Context: an optimization exercise on an open-source flow, tuned for small area. The choices shown serve that exercise and are no tape-out recipe. Only simulation tests tie the RTL to the original design; equivalence was not proved. The clock port is modelled as an ideal driver; clocking choices that lean on that would not hold on a real chip. Power figures rest on the tool's default switching activity, not on a simulated workload.

## v7
## sv_uart_engine
module sv_uart_engine
#(
  parameter int DATA_WIDTH = 24
)
(
  input  logic                  iclk          ,
  input  logic                  irst          ,
  output logic [DATA_WIDTH-1:0] m_axis_tdata  ,
  output logic                  m_axis_tvalid ,
  input  logic                  m_axis_tready ,
  input  logic [DATA_WIDTH-1:0] s_axis_tdata  ,
  input  logic                  s_axis_tvalid ,
  output logic                  s_axis_tready ,
  input  logic           [15:0] idivider      ,
  output logic                  otx           ,
  input  logic                  irx
);
Size: roughly 72 I/O pins.
export LEC_CHECK = 0
export CAP_MARGIN = 20
export CORE_MARGIN = 2
export CORE_UTILIZATION = 50
export PLACE_DENSITY = 0.65
export SLEW_MARGIN = 20
create_clock -name core_clock -period 5.0 [get_ports {iclk}]
standard.sh (not shown) runs the stock make flow with config.mk's settings and CLKGATE_MAP_FILE= SYNTH_SCRIPT=/design/flow/synth_recipe.tcl, a recipe that flattens the netlist after the stock synthesis.
==> flow/flow/run.sh <==
#!/bin/bash
# Standard ORFS layout, with three changes: every port gets the smallest
# buffer, logic cells start at their smallest drive strength (flow/downsize.tcl,
# before floorplanning; the repair steps size up what needs it), and the
# clock tree is built without dummy loads. make's output goes to
# make_flow.log here; ORFS writes each step's log under orfs/logs.
set -euo pipefail
here=$(pwd)
export BUFFER_PORTS_ARGS="-buffer_cell sky130_fd_sc_hd__buf_1"
export CTS_ARGS="-sink_clustering_enable -repair_clock_nets -dont_use_dummy_load -buf_list sky130_fd_sc_hd__clkbuf_8"
export PRE_FLOORPLAN_TCL="$here/flow/downsize.tcl"
bash standard.sh > make_flow.log 2>&1
==> flow/flow/downsize.tcl <==
# Sourced before floorplanning: give every logic cell the smallest drive
# strength of its function. Registers keep their cells. Later repair steps
# size up whatever slew, capacitance or timing needs.
set db [ord::get_db]
set dont_use {}
if { [info exists ::env(DONT_USE_CELLS)] } { set dont_use $::env(DONT_USE_CELLS) }
proc ds_usable { name dont_use } {
  foreach pat $dont_use { if { [string match $pat $name] } { return 0 } }
  return 1
}
set n 0
foreach inst [[ord::get_db_block] getInsts] {
  set m [$inst getMaster]
  set name [$m getName]
  if { ![regexp {^(sky130_fd_sc_hd__[a-z0-9]+)_([0-9]+)$} $name -> base drv] } { continue }
  if { [regexp {__(df|edf|sdf|sedf|dl|conb|tap|fill|decap)} $base] } { continue }
  set best $m
  set best_area [expr { [$m getWidth] * [$m getHeight] }]
  foreach s {0 1 2 3 4 6 8 12 16} {
    set c [$db findMaster ${base}_$s]
    if { $c eq "NULL" || $c eq "" } { continue }
    if { ![ds_usable ${base}_$s $dont_use] } { continue }
    set a [expr { [$c getWidth] * [$c getHeight] }]
    if { $a < $best_area } { set best $c; set best_area $a }
  }
  if { $best ne $m } { $inst swapMaster $best; incr n }
}
puts "downsize: $n cells swapped to a smaller drive strength"
Per the final summary, v7 finished and its layout is clean on timing, DRC and antenna.
Input changes introduced in v55 (baseline for comparison: v7):
- changing SLEW_MARGIN from 20 to 0
- changing CAP_MARGIN from 20 to 0
==> flow/flow/run.sh <==
#!/bin/bash
# The standard ORFS layout with these changes:
# - synthesis is synth_recipe.tcl unchanged except that ABC maps with
#   flow/abc_area.script (an area-oriented mapping) instead of ORFS's speed
#   script; registers are mapped before ABC, so they are the same as the
#   standard synthesis's;
# - logic cells start at their smallest drive strength (flow/downsize.tcl,
#   before floorplanning); the repair steps size up whatever needs it;
# - every port gets the smallest buffer, buf_1;
# - one tie cell drives all constant outputs;
# - the clock tree is built from clkbuf_8 without dummy loads, and leaves
#   with at most 10 sinks then get clkbuf_4 (flow/cts_leaves.tcl).
# make's output goes to make_synth.log and make_flow.log here; ORFS writes
# each step's log under orfs/logs.
set -euo pipefail
here=$(pwd)
{
  printf 'proc abc {args} {\n'
  printf '  set i [lsearch $args -script]\n'
  printf '  if {$i >= 0} { lset args [expr {$i + 1}] {%s} }\n' "$here/flow/abc_area.script"
  printf '  yosys abc {*}$args\n'
  printf '}\n'
  cat synth_recipe.tcl
} > area_synth.tcl
sed "s|SYNTH_SCRIPT=[^ ]*|SYNTH_SCRIPT=$here/area_synth.tcl|" standard.sh > area_standard.sh
grep -q "SYNTH_SCRIPT=$here/area_synth.tcl" area_standard.sh

export BUFFER_PORTS_ARGS="-buffer_cell sky130_fd_sc_hd__buf_1"
export CTS_ARGS="-sink_clustering_enable -repair_clock_nets -dont_use_dummy_load -buf_list sky130_fd_sc_hd__clkbuf_8"
export PRE_FLOORPLAN_TCL="$here/flow/downsize.tcl"
export POST_CTS_TCL="$here/flow/cts_leaves.tcl"
export SKIP_REPAIR_TIE_FANOUT=1

bash area_standard.sh synth > make_synth.log 2>&1
bash standard.sh > make_flow.log 2>&1
==> flow/flow/abc_area.script (new file) <==
strash
dch
amap
topo
==> flow/flow/cts_leaves.tcl (new file) <==
set db [ord::get_db]
set small [$db findMaster sky130_fd_sc_hd__clkbuf_4]
set n 0
foreach inst [[ord::get_db_block] getInsts] {
  if { [[$inst getMaster] getName] ne "sky130_fd_sc_hd__clkbuf_8" } { continue }
  set out [$inst findITerm X]
  if { $out eq "NULL" } { continue }
  set net [$out getNet]
  if { $net eq "NULL" } { continue }
  set sinks 0
  set leaf 1
  foreach it [$net getITerms] {
    if { [$it isOutputSignal] } { continue }
    incr sinks
    if { [string match "*clkbuf*" [[[$it getInst] getMaster] getName]] } { set leaf 0 }
  }
  if { $leaf && $sinks <= 10 } { $inst swapMaster $small; incr n }
}
puts "cts_leaves: $n leaf clock buffers swapped to clkbuf_4"
detailed_placement
[summary]
- v55 went all the way through synthesis, placement and routing and the layout is clean on timing, DRC and antenna.
- v55: cell count lower than v7
- The overall power reported for v55 is greater than that of v7 by 1.0%.
- Count of inserted tapcells (v55 over v7): decrease, about 3%
- In v55 the clock tree cell share of total cell area turned out 0.50 points lower than in v7.
- v7 → v55: post-detailed-route via-to-cell ratio up about 2%; flip-flop and latch area now sits at about the same level.
Setup changes, v55 to v15
- a change of CAP_MARGIN from 0 to 20
- a change of SLEW_MARGIN from 0 to 20
==> flow/flow/run.sh <==
#!/bin/bash
# Standard ORFS layout, with these changes: every port gets the smallest
# buffer; logic cells start at their smallest drive strength (flow/downsize.tcl,
# before floorplanning; the repair steps size up what needs it); one tie cell
# drives all constant outputs; the clock tree is built from clkbuf_8, and leaves with at most 12 sinks get clkbuf_4 (flow/cts_leaves.tcl),
# without dummy loads. make's output goes to make_flow.log here; ORFS writes
# each step's log under orfs/logs.
set -euo pipefail
here=$(pwd)
export BUFFER_PORTS_ARGS="-buffer_cell sky130_fd_sc_hd__buf_1"
export CTS_ARGS="-sink_clustering_enable -repair_clock_nets -dont_use_dummy_load -buf_list sky130_fd_sc_hd__clkbuf_8"
export PRE_FLOORPLAN_TCL="$here/flow/downsize.tcl"
export SKIP_REPAIR_TIE_FANOUT=1
export POST_CTS_TCL="$here/flow/cts_leaves.tcl"
bash standard.sh > make_flow.log 2>&1
--- a/flow/flow/cts_leaves.tcl
+++ b/flow/flow/cts_leaves.tcl
@@ -17 +17 @@
-  if { $leaf && $sinks <= 10 } { $inst swapMaster $small; incr n }
+  if { $leaf && $sinks <= 12 } { $inst swapMaster $small; incr n }
removed: flow/flow/abc_area.script
==> results.txt <==
Both conditions hold for v15: the flow ran to the end and the final layout passed the timing, design-rule and antenna checks.
Total length of routed met3 wires: v15 > v55
Combinational power: v15 < v55
Cmp v55 and v15 / sequential group power / lower: v15
Going from v55 to v15, final core area utilization saw a decrease; fraction of power consumed by sequential logic saw an increase; combinational share of power saw a decrease; total routed wirelength picked up an extra 1.8%; fraction of power spent switching nets went down.
Data arrival time of the critical path: v15 < v55
--- input diff v15..v35 ---
- CAP_MARGIN changed from 20 to 0
- ABC_AREA newly set to 1
- SLEW_MARGIN changed from 20 to 0
--- a/flow/flow/run.sh
+++ b/flow/flow/run.sh
@@ -5 +5 @@
-# drives all constant outputs; the clock tree is built from clkbuf_8, and leaves with at most 12 sinks get clkbuf_4 (flow/cts_leaves.tcl),
+# drives all constant outputs; the clock tree is built from clkbuf_8, and leaves with at most 10 sinks get clkbuf_4 (flow/cts_leaves.tcl),
--- a/flow/flow/cts_leaves.tcl
+++ b/flow/flow/cts_leaves.tcl
@@ -17 +17 @@
-  if { $leaf && $sinks <= 12 } { $inst swapMaster $small; incr n }
+  if { $leaf && $sinks <= 10 } { $inst swapMaster $small; incr n }
Between v35 and v15, via count of the first global-routing pass is higher for v35, v15 comes in under that.
| portion of total power attributed to the clock network | v15 vs v35 | ≈ equal |
Compared with v15, v35 degrades minimum clock period after layout.
v35: internal power summed over all cells is 3.7% higher than what v15 reported.
Diff v15 -> v35: fraction of area in clock buffers and inverters +0.35 points, final hold slack -0.029 ns.
Input-level comparison between v9 and v35:
- CAP_MARGIN now 20, was 0
- SLEW_MARGIN now 20, was 0
- ABC_AREA no longer set, was 1
--- a/flow/flow/run.sh
+++ b/flow/flow/run.sh
@@ -5 +5 @@
-# drives all constant outputs; the clock tree is built from clkbuf_8, and leaves with at most 10 sinks get clkbuf_4 (flow/cts_leaves.tcl),
+# drives all constant outputs; the clock tree is built from small buffers
@@ -11 +11 @@
-export CTS_ARGS="-sink_clustering_enable -repair_clock_nets -dont_use_dummy_load -buf_list sky130_fd_sc_hd__clkbuf_8"
+export CTS_ARGS="-sink_clustering_enable -repair_clock_nets -dont_use_dummy_load -buf_list sky130_fd_sc_hd__clkbuf_8 -sink_clustering_size 25 -sink_clustering_max_diameter 100"
@@ -14 +13,0 @@
-export POST_CTS_TCL="$here/flow/cts_leaves.tcl"
removed: flow/flow/cts_leaves.tcl
### Flow results
- Comparing v35 against v9, there is no change at all in critical path depth.
- The setup skew after layout in v9 sits 0.0074 ns below the value recorded for v35.
- Of v35 and v9, the higher part of the power in the clock network belongs to v9.
- Looking at the reports, v9 completed the entire flow and the layout it produced met the timing, design-rule and antenna checks.
- Per the comparison of v9 with v35, total routed wirelength shrank by 15%, time the worst path needs with I/O delays and setup shrank by 0.16 ns, number of global-route vias before repair shrank by about 20%.

separate check: timing with driven ports:
The results above use ideal ports. As a check the final layouts listed here were re-extracted and re-timed, cells and wires unchanged.
Step 1 sets driving cells, clkbuf_16 on the clock port and buf_2 on the other inputs (assumed; they add their load-dependent delay and slew).
Step 2, shift: input delay + t, output delay - t, t = (earliest + latest rising clock arrival at the registers) / 2. This alone moves slack from input paths to output paths.
Slacks: no drivers / after step 1 / after step 2; pairs: no drivers / after step 1.
run	shift t [ns]	setup slack, ns	worst hold slack (ns)
v7	0.365	0.845 / 0.845 / 0.845	0.436 / 0.436 / 0.436
v55	0.361	0.518 / 0.518 / 0.518	0.435 / 0.435 / 0.435
v15	0.378	0.753 / 0.753 / 0.753	0.435 / 0.435 / 0.435
v35	0.364	0.610 / 0.610 / 0.610	0.406 / 0.406 / 0.406
v9	0.374	0.774 / 0.774 / 0.774	0.435 / 0.435 / 0.435
After both steps setup and hold are still met in every run listed.
